Context: an optimization exercise on an open-source flow, tuned for small area, a short achievable clock period and few clock cycles. The choices shown serve that exercise and are no tape-out recipe. Function was checked by simulation only, so behaviour that the tests miss may differ from the original. Power is estimated from default activity; no workload was simulated.

## old
==> module Adder32, before the edit <==
module Adder32(a, b, cin, sum, cout);
input [31:0] a, b;
input cin;
output [31:0] sum;
output cout;
wire [32:0] g [0:6];
wire [32:0] p [0:6];
assign g[0] = {a & b, cin};
assign p[0] = {a ^ b, 1'b0};
genvar l, i;
generate for (l = 0; l < 6; l = l + 1) begin : lvl
	for (i = 0; i < 33; i = i + 1) begin : pos
		if (i >= (1 << l)) begin : op
			assign g[l+1][i] = g[l][i] | (p[l][i] & g[l][i - (1 << l)]);
			assign p[l+1][i] = p[l][i] & p[l][i - (1 << l)];
		end else begin : pass
			assign g[l+1][i] = g[l][i];
			assign p[l+1][i] = p[l][i];
		end
	end
end endgenerate
assign sum = p[0][32:1] ^ g[6][31:0];
assign cout = g[6][32];
endmodule
Settings: LEC_CHECK=0, CAP_MARGIN=20, CORE_MARGIN=2, CORE_UTILIZATION=45, CTS_BUF_LIST=sky130_fd_sc_hd__clkbuf_16, CTS_CLUSTER_DIAMETER=150, CTS_CLUSTER_SIZE=20, PLACE_DENSITY=0.6, SLEW_MARGIN=20, TNS_END_PERCENT=0; clock period 10.0 ns.
standard.sh (not shown) runs the stock make flow with config.mk's settings and CLKGATE_MAP_FILE= SYNTH_SCRIPT=/design/flow/synth_recipe.tcl, a recipe that flattens the netlist after the stock synthesis.
==> flow/flow/run.sh <==
#!/bin/bash
set -o pipefail
bash standard.sh SETUP_SLACK_MARGIN=7 "BUFFER_PORTS_ARGS=-buffer_cell sky130_fd_sc_hd__buf_4" finish > standard.log 2>&1
old has completed all stages; timing, DRC and antenna checks passed.
Testbench counts of old, summed over its fixed seeds: cycles 91,144.
Modified inputs, new compared to old
--- a/flow/design.v
+++ b/flow/design.v
@@ -66,9 +66,9 @@
 genvar l, i;
 generate for (l = 0; l < 6; l = l + 1) begin : lvl
 	for (i = 0; i < 33; i = i + 1) begin : pos
-		if (i >= (1 << l)) begin : op
-			assign g[l+1][i] = g[l][i] | (p[l][i] & g[l][i - (1 << l)]);
-			assign p[l+1][i] = p[l][i] & p[l][i - (1 << l)];
+		if ((i >> l) & 1) begin : op
+			assign g[l+1][i] = g[l][i] | (p[l][i] & g[l][((i >> l) << l) - 1]);
+			assign p[l+1][i] = p[l][i] & p[l][((i >> l) << l) - 1];
 		end else begin : pass
 			assign g[l+1][i] = g[l][i];
 			assign p[l+1][i] = p[l][i];
- Of the two candidates, old has the worse area of the die and new the better one.
- old and new ended up with roughly the same clock-pin transition on the worst setup and hold timing paths.
- old has a lower routed length per instance than new.
- new reports a higher largest stage delay on the critical path than old does.
- Taking old as the reference, in new async set-or-reset flop fraction in the synthesized netlist has remained practically unchanged; transition time of the tightest slew-check pin has increased; setup slack after layout has decreased.
- Worst-path maximum fanout is lower on old
- new vs. old: count of cells along the worst register-to-register path saw a decrease; cell area saw a decrease; number of buffers other than clock buffers in the final layout saw an increase; clock-buffer cell count saw a decrease; post-synthesis cell area saw a decrease.
Testbench counts of new, summed over its fixed seeds: cycles 91,144.

---

Another version of the RTL of core (not shown whole).
Size in the first run: about 5400 cells after synthesis, roughly 1300 flip-flops, ~66000 sq um of cells after synthesis.
clock: 10.0 ns
lec_check: 0
cap_margin: 20
core_margin: 2
core_utilization: 45
cts_buf_list: sky130_fd_sc_hd__clkbuf_16
cts_cluster_diameter: 150
cts_cluster_size: 20
place_density: 0.6
slew_margin: 20
tns_end_percent: 0
Scripts as last shown in full above: flow/flow/run.sh
Testbench counts at the start, summed over its fixed seeds: cycles 91,144.
Next try:
--- a/flow/design.v
+++ b/flow/design.v
@@ -67,7 +67,7 @@
 generate for (l = 0; l < 6; l = l + 1) begin : lvl
 	for (i = 0; i < 33; i = i + 1) begin : pos
-		if (i >= (1 << l)) begin : op
-			assign g[l+1][i] = g[l][i] | (p[l][i] & g[l][i - (1 << l)]);
-			assign p[l+1][i] = p[l][i] & p[l][i - (1 << l)];
+		if ((i >> l) & 1) begin : op
+			assign g[l+1][i] = g[l][i] | (p[l][i] & g[l][((i >> l) << l) - 1]);
+			assign p[l+1][i] = p[l][i] & p[l][((i >> l) << l) - 1];
 		end else begin : pass
 			assign g[l+1][i] = g[l][i];
What happened: Clock skew climbs by 0.017 ns; clock power stays flat; synthesized cell count drops by 2.3%; sequential cell count stays the same; core utilization drops by 0.33 points.
Testbench counts after the change, summed over its fixed seeds: cycles 91,144.

---

The RTL this note starts from:
==> flow/design.v <==
module ALU(a, b, c, sub, sel_add, sel_slt, sel_xor, sel_or, sel_and, sel_sh, sel_c,
           uns, sh_right, sh_arith, sum, eq, lt, result);
input [31:0] a, b, c;
input sub, sel_add, sel_slt, sel_xor, sel_or, sel_and, sel_sh, sel_c;
input uns, sh_right, sh_arith;
output [31:0] sum;
output eq, lt;
output [31:0] result;
wire cout;
Adder32 add(.a(a), .b(b ^ {32{sub}}), .cin(sub), .sum(sum), .cout(cout));
Compare32 cmp(.a(a), .b(b), .uns(uns), .lt(lt), .eq(eq));
genvar i;
wire [31:0] ar;
generate for (i = 0; i < 32; i = i + 1) begin : rev
	assign ar[i] = a[31 - i];
end endgenerate
wire [31:0] sin = sh_right ? a : ar;
wire [32:0] sx = {sh_arith & a[31], sin};
wire [32:0] sr = $signed(sx) >>> b[4:0];
wire [31:0] srr;
generate for (i = 0; i < 32; i = i + 1) begin : rev2
	assign srr[i] = sr[31 - i];
end endgenerate
wire [31:0] shres = sh_right ? sr[31:0] : srr;
assign result = ({32{sel_add}} & sum)
              | {31'b0, sel_slt & lt}
              | ({32{sel_xor}} & (a ^ b))
              | ({32{sel_or}}  & (a | b))
              | ({32{sel_and}} & (a & b))
              | ({32{sel_sh}}  & shres)
              | ({32{sel_c}}   & c);
endmodule
module Compare32(a, b, uns, lt, eq);
input [31:0] a, b;
input uns;
output lt, eq;
wire [31:0] x = {a[31] ^ ~uns, a[30:0]};
wire [31:0] y = {b[31] ^ ~uns, b[30:0]};
wire [31:0] l [0:5];
wire [31:0] e [0:5];
assign l[0] = ~x & y;
assign e[0] = ~(x ^ y);
genvar i, k;
generate for (k = 0; k < 5; k = k + 1) begin : lv
	for (i = 0; i < (32 >> (k + 1)); i = i + 1) begin : nd
		assign l[k+1][i] = l[k][2*i+1] | (e[k][2*i+1] & l[k][2*i]);
		assign e[k+1][i] = e[k][2*i+1] & e[k][2*i];
	end
	for (i = (32 >> (k + 1)); i < 32; i = i + 1) begin : unused
		assign l[k+1][i] = 1'b0;
		assign e[k+1][i] = 1'b0;
	end
end endgenerate
assign lt = l[5][0];
assign eq = e[5][0];
endmodule
module Adder32(a, b, cin, sum, cout);
input [31:0] a, b;
input cin;
output [31:0] sum;
output cout;
wire [32:0] g [0:6];
wire [32:0] p [0:6];
assign g[0] = {a & b, cin};
assign p[0] = {a ^ b, 1'b0};
genvar l, i;
generate for (l = 0; l < 6; l = l + 1) begin : lvl
	for (i = 0; i < 33; i = i + 1) begin : pos
		if ((i >> l) & 1) begin : op
			assign g[l+1][i] = g[l][i] | (p[l][i] & g[l][((i >> l) << l) - 1]);
			assign p[l+1][i] = p[l][i] & p[l][((i >> l) << l) - 1];
		end else begin : pass
			assign g[l+1][i] = g[l][i];
			assign p[l+1][i] = p[l][i];
		end
	end
end endgenerate
assign sum = p[0][32:1] ^ g[6][31:0];
assign cout = g[6][32];
endmodule
module RegisterFile(clk, S1H, S1L, S2H, S2L, A3, WD3, WE3, RD1, RD2);
input clk, WE3;
input [3:0] S1H, S2H;
input [7:0] S1L, S2L;
input [4:0] A3;
input [31:0] WD3;
output reg [31:0] RD1, RD2;
reg [31:0] Registers[31:1];
integer k;
always @ (*)
begin
	RD1 = 32'h0;
	RD2 = 32'h0;
	for (k = 1; k < 32; k = k + 1) begin
		RD1 = RD1 | ({32{S1H[k >> 3] & S1L[k & 7]}} & Registers[k]);
		RD2 = RD2 | ({32{S2H[k >> 3] & S2L[k & 7]}} & Registers[k]);
	end
end
always @ (posedge clk)
begin
	if (WE3 && A3 != 5'd0)
		Registers[A3] <= WD3;
end
endmodule
module core(
  input clk,
  input resetn,
  output [31:0] address,
  output [31:0] data_out,
  input [31:0] data_in,
  output we
);
reg [31:0] addr_q;    
reg [31:0] fpc_q;     
reg        st_q;      
reg        ld_q;      
reg [4:0]  mrd_q;     
reg [31:0] dout_q;    
wire mem = st_q | ld_q;
assign address  = addr_q;
assign data_out = dout_q;
assign we       = st_q;
reg        dv_q;
reg [3:0]  s1h_q, s2h_q;  
reg [7:0]  s1l_q, s2l_q;  
reg        fr_q;      
reg        fx_q;      
reg [31:0] ir_q;
reg [31:0] pcd_q;
reg        ev_q;
reg [31:0] a_q, b_q, c_q;
reg [4:0]  rd_q;      
reg        e_ld, e_st, e_br, e_jalr, e_pred;
reg [2:0]  e_f3;
reg        e_sub, e_add, e_slt, e_xor, e_or, e_and, e_sh, e_c;
reg        e_uns, e_shr, e_sha;
reg        m1_q, m2_q, mc_q;  
wire [6:0] op  = ir_q[6:0];
wire [2:0] f3  = ir_q[14:12];
wire [4:0] rs1 = ir_q[19:15];
wire [4:0] rs2 = ir_q[24:20];
wire [4:0] rd  = ir_q[11:7];
wire d_load  = (op[6:4] == 3'b000);
wire d_store = (op[6:4] == 3'b010);
wire d_opimm = (op[6:4] == 3'b001) & ~op[2];
wire d_op    = (op[6:4] == 3'b011) & ~op[2];
wire d_lui   = (op[6:4] == 3'b011) &  op[2];
wire d_auipc = (op[6:4] == 3'b001) &  op[2];
wire d_br    = op[6] & ~op[2];
wire d_jalr  = op[6] & op[2] & ~op[3];
wire d_jal   = op[6] & op[3];
wire [31:0] imm_i = {{20{ir_q[31]}}, ir_q[31:20]};
wire [31:0] imm_s = {{20{ir_q[31]}}, ir_q[31:25], ir_q[11:7]};
wire [31:0] imm_b = {{20{ir_q[31]}}, ir_q[7], ir_q[30:25], ir_q[11:8], 1'b0};
wire [31:0] imm_u = {ir_q[31:12], 12'b0};
wire [31:0] imm_j = {{12{ir_q[31]}}, ir_q[19:12], ir_q[20], ir_q[30:21], 1'b0};
wire [31:0] dimm = d_jal ? imm_j : d_br ? imm_b : imm_u;
wire [31:0] dsum;
wire dsum_co;
Adder32 dadd(.a(pcd_q), .b(dimm), .cin(1'b0), .sum(dsum), .cout(dsum_co));
wire [31:0] pc4  = pcd_q + 32'd4;
wire d_wr   = d_load | d_opimm | d_op | d_lui | d_auipc | d_jal | d_jalr;
wire [31:0] r1, r2;
wire        rf_we;
wire [4:0]  rf_wa;
wire [31:0] rf_wd;
RegisterFile Reg_file(
	.clk(clk), .S1H(s1h_q), .S1L(s1l_q), .S2H(s2h_q), .S2L(s2l_q),
	.A3(rf_wa), .WD3(rf_wd), .WE3(rf_we), .RD1(r1), .RD2(r2)
);
wire [31:0] sum, res;
wire eq, lt;
ALU Alu(
	.a(a_q), .b(b_q), .c(c_q), .sub(e_sub),
	.sel_add(e_add), .sel_slt(e_slt), .sel_xor(e_xor), .sel_or(e_or), .sel_and(e_and),
	.sel_sh(e_sh), .sel_c(e_c), .uns(e_uns), .sh_right(e_shr), .sh_arith(e_sha),
	.sum(sum), .eq(eq), .lt(lt), .result(res)
);
wire taken   = (e_f3[2] ? lt : eq) ^ e_f3[0];
wire ex_go   = ev_q & ~mem;
wire ex_redir = ex_go & ((e_br & (taken ^ e_pred)) | e_jalr);
wire [31:0] ex_target = e_jalr ? {sum[31:1], 1'b0} : c_q;
wire ex_mem  = ex_go & (e_ld | e_st);
wire ex_wr   = ex_go & ~e_ld & (rd_q != 5'd0);
wire d_pred = ir_q[31];
wire d_redir = dv_q & ~mem & ~ex_redir & (fr_q ? fx_q : (d_jal | (d_br & d_pred)));
wire [31:0] f_ib = {{20{data_in[31]}}, data_in[7], data_in[30:25], data_in[11:8], 1'b0};
wire [31:0] f_ij = {{12{data_in[31]}}, data_in[19:12], data_in[20], data_in[30:21], 1'b0};
wire [10:0] f_off = data_in[3] ? f_ij[10:0] : f_ib[10:0];
wire f_small = data_in[3] ? (f_ij[31:11] == {21{data_in[31]}}) : (data_in[7] == data_in[31]);
wire f_jump = data_in[6] & data_in[5] & ~data_in[4] & (data_in[3] | (~data_in[2] & data_in[31]));
wire [11:0] f_low = {1'b0, addr_q[10:0]} + {1'b0, f_off};
wire f_cross = (f_low[11] ^ data_in[31]) | ~f_small;
wire [31:0] f_tgt = {addr_q[31:11], f_low[10:0]};
wire f_redir = ~mem & ~ex_redir & ~d_redir & f_jump;
assign rf_we = mem ? (ld_q & (mrd_q != 5'd0)) : ex_wr;
assign rf_wa = mem ? mrd_q : rd_q;
assign rf_wd = mem ? data_in : res;
wire fw1 = ex_wr & (rd_q == rs1);
wire fw2 = ex_wr & (rd_q == rs2);
wire [31:0] rs1v = fw1 ? res : r1;
wire [31:0] rs2v = fw2 ? res : r2;
wire lu1 = ex_mem & e_ld & (rd_q != 5'd0) & (rd_q == rs1);
wire lu2 = ex_mem & e_ld & (rd_q != 5'd0) & (rd_q == rs2);
wire d_redir0 = dv_q & (fr_q ? fx_q : (d_jal | (d_br & d_pred)));
wire [31:0] nf = ex_redir ? ex_target : mem ? fpc_q : d_redir0 ? dsum : f_jump ? f_tgt : addr_q + 32'd4;
always @ (posedge clk)
begin
	if (~resetn) begin
		addr_q <= 32'h0;
		st_q <= 1'b0;
		ld_q <= 1'b0;
		dv_q <= 1'b0;
		ev_q <= 1'b0;
	end else begin
		addr_q <= ex_mem ? sum : nf;
		st_q <= ex_mem & e_st;
		ld_q <= ex_mem & e_ld;
		if (~mem)
			dv_q <= ~(ex_redir | d_redir);
		if (~mem)
			fr_q <= f_redir;
		if (~mem)
			fx_q <= f_cross;
		if (~mem)
			ev_q <= dv_q & ~ex_redir;
	end
end
always @ (posedge clk)
begin
	if (~mem) begin
		ir_q <= data_in;
		pcd_q <= addr_q;
		s1h_q <= 4'b1 << data_in[19:18];
		s1l_q <= 8'b1 << data_in[17:15];
		s2h_q <= 4'b1 << data_in[24:23];
		s2l_q <= 8'b1 << data_in[22:20];
	end
	fpc_q <= nf;
	mrd_q <= rd_q;
	dout_q <= c_q;
end
always @ (posedge clk)
begin
	if (~mem) begin
		a_q <= rs1v;
		b_q <= (d_op | d_br) ? rs2v : (d_store ? imm_s : imm_i);
		c_q <= d_store ? rs2v : d_lui ? imm_u : (d_auipc | (d_br & ~d_pred)) ? dsum : pc4;
		m1_q <= lu1;
		m2_q <= lu2 & (d_op | d_br);
		mc_q <= lu2 & d_store;
		rd_q <= d_wr ? rd : 5'd0;
		e_ld <= d_load;
		e_st <= d_store;
		e_br <= d_br;
		e_jalr <= d_jalr;
		e_pred <= d_pred;
		e_f3 <= f3;
		e_sub <= d_op & f3 == 3'b000 & ir_q[30];
		e_add <= ((d_op | d_opimm) & f3 == 3'b000);
		e_slt <= (d_op | d_opimm) & (f3 == 3'b010 || f3 == 3'b011);
		e_xor <= (d_op | d_opimm) & f3 == 3'b100;
		e_or  <= (d_op | d_opimm) & f3 == 3'b110;
		e_and <= (d_op | d_opimm) & f3 == 3'b111;
		e_sh  <= (d_op | d_opimm) & f3[1:0] == 2'b01;
		e_c   <= d_lui | d_auipc | d_jal | d_jalr;
		e_uns <= d_br ? f3[1] : f3[0];
		e_shr <= f3[2];
		e_sha <= ir_q[30] & f3[2];
	end else begin
		if (m1_q) a_q <= data_in;
		if (m2_q) b_q <= data_in;
		if (mc_q) c_q <= data_in;
	end
end
endmodule
export LEC_CHECK = 0
export CAP_MARGIN = 20
export CORE_MARGIN = 2
export CORE_UTILIZATION = 45
export CTS_BUF_LIST = sky130_fd_sc_hd__clkbuf_16
export CTS_CLUSTER_DIAMETER = 150
export CTS_CLUSTER_SIZE = 20
export PLACE_DENSITY = 0.6
export SLEW_MARGIN = 20
export TNS_END_PERCENT = 0
create_clock -name core_clock -period 10.0 [get_ports {clk}]
Scripts as last shown in full above: flow/flow/run.sh
The starting point completed with no timing, DRC or antenna violations.
Testbench counts at the start, summed over its fixed seeds: cycles 91,144.
Change:
--- a/flow/design.v
+++ b/flow/design.v
@@ -77,13 +77,11 @@
 end endgenerate
 assign sum = p[0][32:1] ^ g[6][31:0];
 assign cout = g[6][32];
 endmodule
-module RegisterFile(clk, S1H, S1L, S2H, S2L, A3, WD3, WE3, RD1, RD2);
+module RegisterFile(clk, A1, A2, A3, WD3, WE3, RD1, RD2);
 input clk, WE3;
-input [3:0] S1H, S2H;
-input [7:0] S1L, S2L;
-input [4:0] A3;
+input [4:0] A1, A2, A3;
 input [31:0] WD3;
 output reg [31:0] RD1, RD2;
 reg [31:0] Registers[31:1];
 integer k;
@@ -91,10 +89,10 @@
 begin
 	RD1 = 32'h0;
 	RD2 = 32'h0;
 	for (k = 1; k < 32; k = k + 1) begin
-		RD1 = RD1 | ({32{S1H[k >> 3] & S1L[k & 7]}} & Registers[k]);
-		RD2 = RD2 | ({32{S2H[k >> 3] & S2L[k & 7]}} & Registers[k]);
+		RD1 = RD1 | ({32{A1 == k}} & Registers[k]);
+		RD2 = RD2 | ({32{A2 == k}} & Registers[k]);
 	end
 end
 always @ (posedge clk)
 begin
@@ -120,10 +118,8 @@
 assign address  = addr_q;
 assign data_out = dout_q;
 assign we       = st_q;
 reg        dv_q;
-reg [3:0]  s1h_q, s2h_q;  
-reg [7:0]  s1l_q, s2l_q;  
 reg        fr_q;      
 reg        fx_q;      
 reg [31:0] ir_q;
 reg [31:0] pcd_q;
@@ -153,21 +149,22 @@
 wire [31:0] imm_s = {{20{ir_q[31]}}, ir_q[31:25], ir_q[11:7]};
 wire [31:0] imm_b = {{20{ir_q[31]}}, ir_q[7], ir_q[30:25], ir_q[11:8], 1'b0};
 wire [31:0] imm_u = {ir_q[31:12], 12'b0};
 wire [31:0] imm_j = {{12{ir_q[31]}}, ir_q[19:12], ir_q[20], ir_q[30:21], 1'b0};
-wire [31:0] dimm = d_jal ? imm_j : d_br ? imm_b : imm_u;
+wire d_jalr_fast = d_jalr & ev_q & e_c & (rd_q != 5'd0) & (rd_q == rs1);
+wire [31:0] dimm = d_jalr ? imm_i : d_jal ? imm_j : d_br ? imm_b : imm_u;
 wire [31:0] dsum;
 wire dsum_co;
-Adder32 dadd(.a(pcd_q), .b(dimm), .cin(1'b0), .sum(dsum), .cout(dsum_co));
+Adder32 dadd(.a(d_jalr_fast ? c_q : pcd_q), .b(dimm), .cin(1'b0), .sum(dsum), .cout(dsum_co));
 wire [31:0] pc4  = pcd_q + 32'd4;
 wire d_wr   = d_load | d_opimm | d_op | d_lui | d_auipc | d_jal | d_jalr;
 wire [31:0] r1, r2;
 wire        rf_we;
 wire [4:0]  rf_wa;
 wire [31:0] rf_wd;
 RegisterFile Reg_file(
-	.clk(clk), .S1H(s1h_q), .S1L(s1l_q), .S2H(s2h_q), .S2L(s2l_q),
-	.A3(rf_wa), .WD3(rf_wd), .WE3(rf_we), .RD1(r1), .RD2(r2)
+	.clk(clk), .A1(rs1), .A2(rs2), .A3(rf_wa), .WD3(rf_wd), .WE3(rf_we),
+	.RD1(r1), .RD2(r2)
 );
 wire [31:0] sum, res;
 wire eq, lt;
 ALU Alu(
@@ -182,9 +179,9 @@
 wire [31:0] ex_target = e_jalr ? {sum[31:1], 1'b0} : c_q;
 wire ex_mem  = ex_go & (e_ld | e_st);
 wire ex_wr   = ex_go & ~e_ld & (rd_q != 5'd0);
 wire d_pred = ir_q[31];
-wire d_redir = dv_q & ~mem & ~ex_redir & (fr_q ? fx_q : (d_jal | (d_br & d_pred)));
+wire d_redir = dv_q & ~mem & ~ex_redir & (fr_q ? fx_q : (d_jal | (d_br & d_pred) | d_jalr_fast));
 wire [31:0] f_ib = {{20{data_in[31]}}, data_in[7], data_in[30:25], data_in[11:8], 1'b0};
 wire [31:0] f_ij = {{12{data_in[31]}}, data_in[19:12], data_in[20], data_in[30:21], 1'b0};
 wire [10:0] f_off = data_in[3] ? f_ij[10:0] : f_ib[10:0];
 wire f_small = data_in[3] ? (f_ij[31:11] == {21{data_in[31]}}) : (data_in[7] == data_in[31]);
@@ -201,10 +198,10 @@
 wire [31:0] rs1v = fw1 ? res : r1;
 wire [31:0] rs2v = fw2 ? res : r2;
 wire lu1 = ex_mem & e_ld & (rd_q != 5'd0) & (rd_q == rs1);
 wire lu2 = ex_mem & e_ld & (rd_q != 5'd0) & (rd_q == rs2);
-wire d_redir0 = dv_q & (fr_q ? fx_q : (d_jal | (d_br & d_pred)));
-wire [31:0] nf = ex_redir ? ex_target : mem ? fpc_q : d_redir0 ? dsum : f_jump ? f_tgt : addr_q + 32'd4;
+wire d_redir0 = dv_q & (fr_q ? fx_q : (d_jal | (d_br & d_pred) | d_jalr_fast));
+wire [31:0] nf = ex_redir ? ex_target : mem ? fpc_q : d_redir0 ? {dsum[31:1], 1'b0} : f_jump ? f_tgt : addr_q + 32'd4;
 always @ (posedge clk)
 begin
 	if (~resetn) begin
 		addr_q <= 32'h0;
@@ -230,12 +227,8 @@
 begin
 	if (~mem) begin
 		ir_q <= data_in;
 		pcd_q <= addr_q;
-		s1h_q <= 4'b1 << data_in[19:18];
-		s1l_q <= 8'b1 << data_in[17:15];
-		s2h_q <= 4'b1 << data_in[24:23];
-		s2l_q <= 8'b1 << data_in[22:20];
 	end
 	fpc_q <= nf;
 	mrd_q <= rd_q;
 	dout_q <= c_q;
@@ -252,9 +245,9 @@
 		rd_q <= d_wr ? rd : 5'd0;
 		e_ld <= d_load;
 		e_st <= d_store;
 		e_br <= d_br;
-		e_jalr <= d_jalr;
+		e_jalr <= d_jalr & ~d_jalr_fast;
 		e_pred <= d_pred;
 		e_f3 <= f3;
 		e_sub <= d_op & f3 == 3'b000 & ir_q[30];
 		e_add <= ((d_op | d_opimm) & f3 == 3'b000);
- The changed run finished clean
- routed wire length went up by a few percent
- total power went down by a few percent
- critical path depth went up by 1
- synthesized area went up slightly
- count of clock-buffer cells in the layout went down by 2
- register-to-register slack gets worse by 0.50 ns
- utilization went up by 0.39 points
- setup slack gets worse by 0.50 ns
- die area went up slightly
Testbench counts after the change, summed over its fixed seeds: cycles 89,602.

port drivers added, routing unchanged:
How much do the figures lean on ideal ports? The routed layouts below were timed once more, with nothing changed but the port constraints. Step 1 sets driving cells, clkbuf_16 on the clock port and buf_2 on the other inputs (assumed; they add their load-dependent delay and slew). Step 2, shift: input delay + t, output delay - t, t = (earliest + latest rising clock arrival at the registers) / 2. This alone moves slack from input paths to output paths. a / b / c = ideal / step 1 / step 2; a / b = the first two.
run | shift t [ns] | slack for setup (ns) | worst setup path at the end | cell pins on the clock port's net
old | 0.808 | 5.682 / 5.682 / 5.176 | input to register | 1
new | 0.822 | 5.668 / 5.668 / 5.107 | input to register | 1
the first run of note 2 | 0.818 | 5.686 / 5.686 / 5.124 | input to register | 1
the second run of note 2 | 0.799 | 5.778 / 5.778 / 5.264 | input to register | 1
the first run of note 3 | 0.843 | 5.784 / 5.784 / 5.147 | input to register | 1
the second run of note 3 | 0.811 | 5.281 / 5.281 / 4.866 | input to register | 1
After both steps setup and hold are still met in every run listed. For the first run of note 3, which loses most, drivers alone change the setup slack by 0.000 ns; drivers and shift together by -0.637 ns.
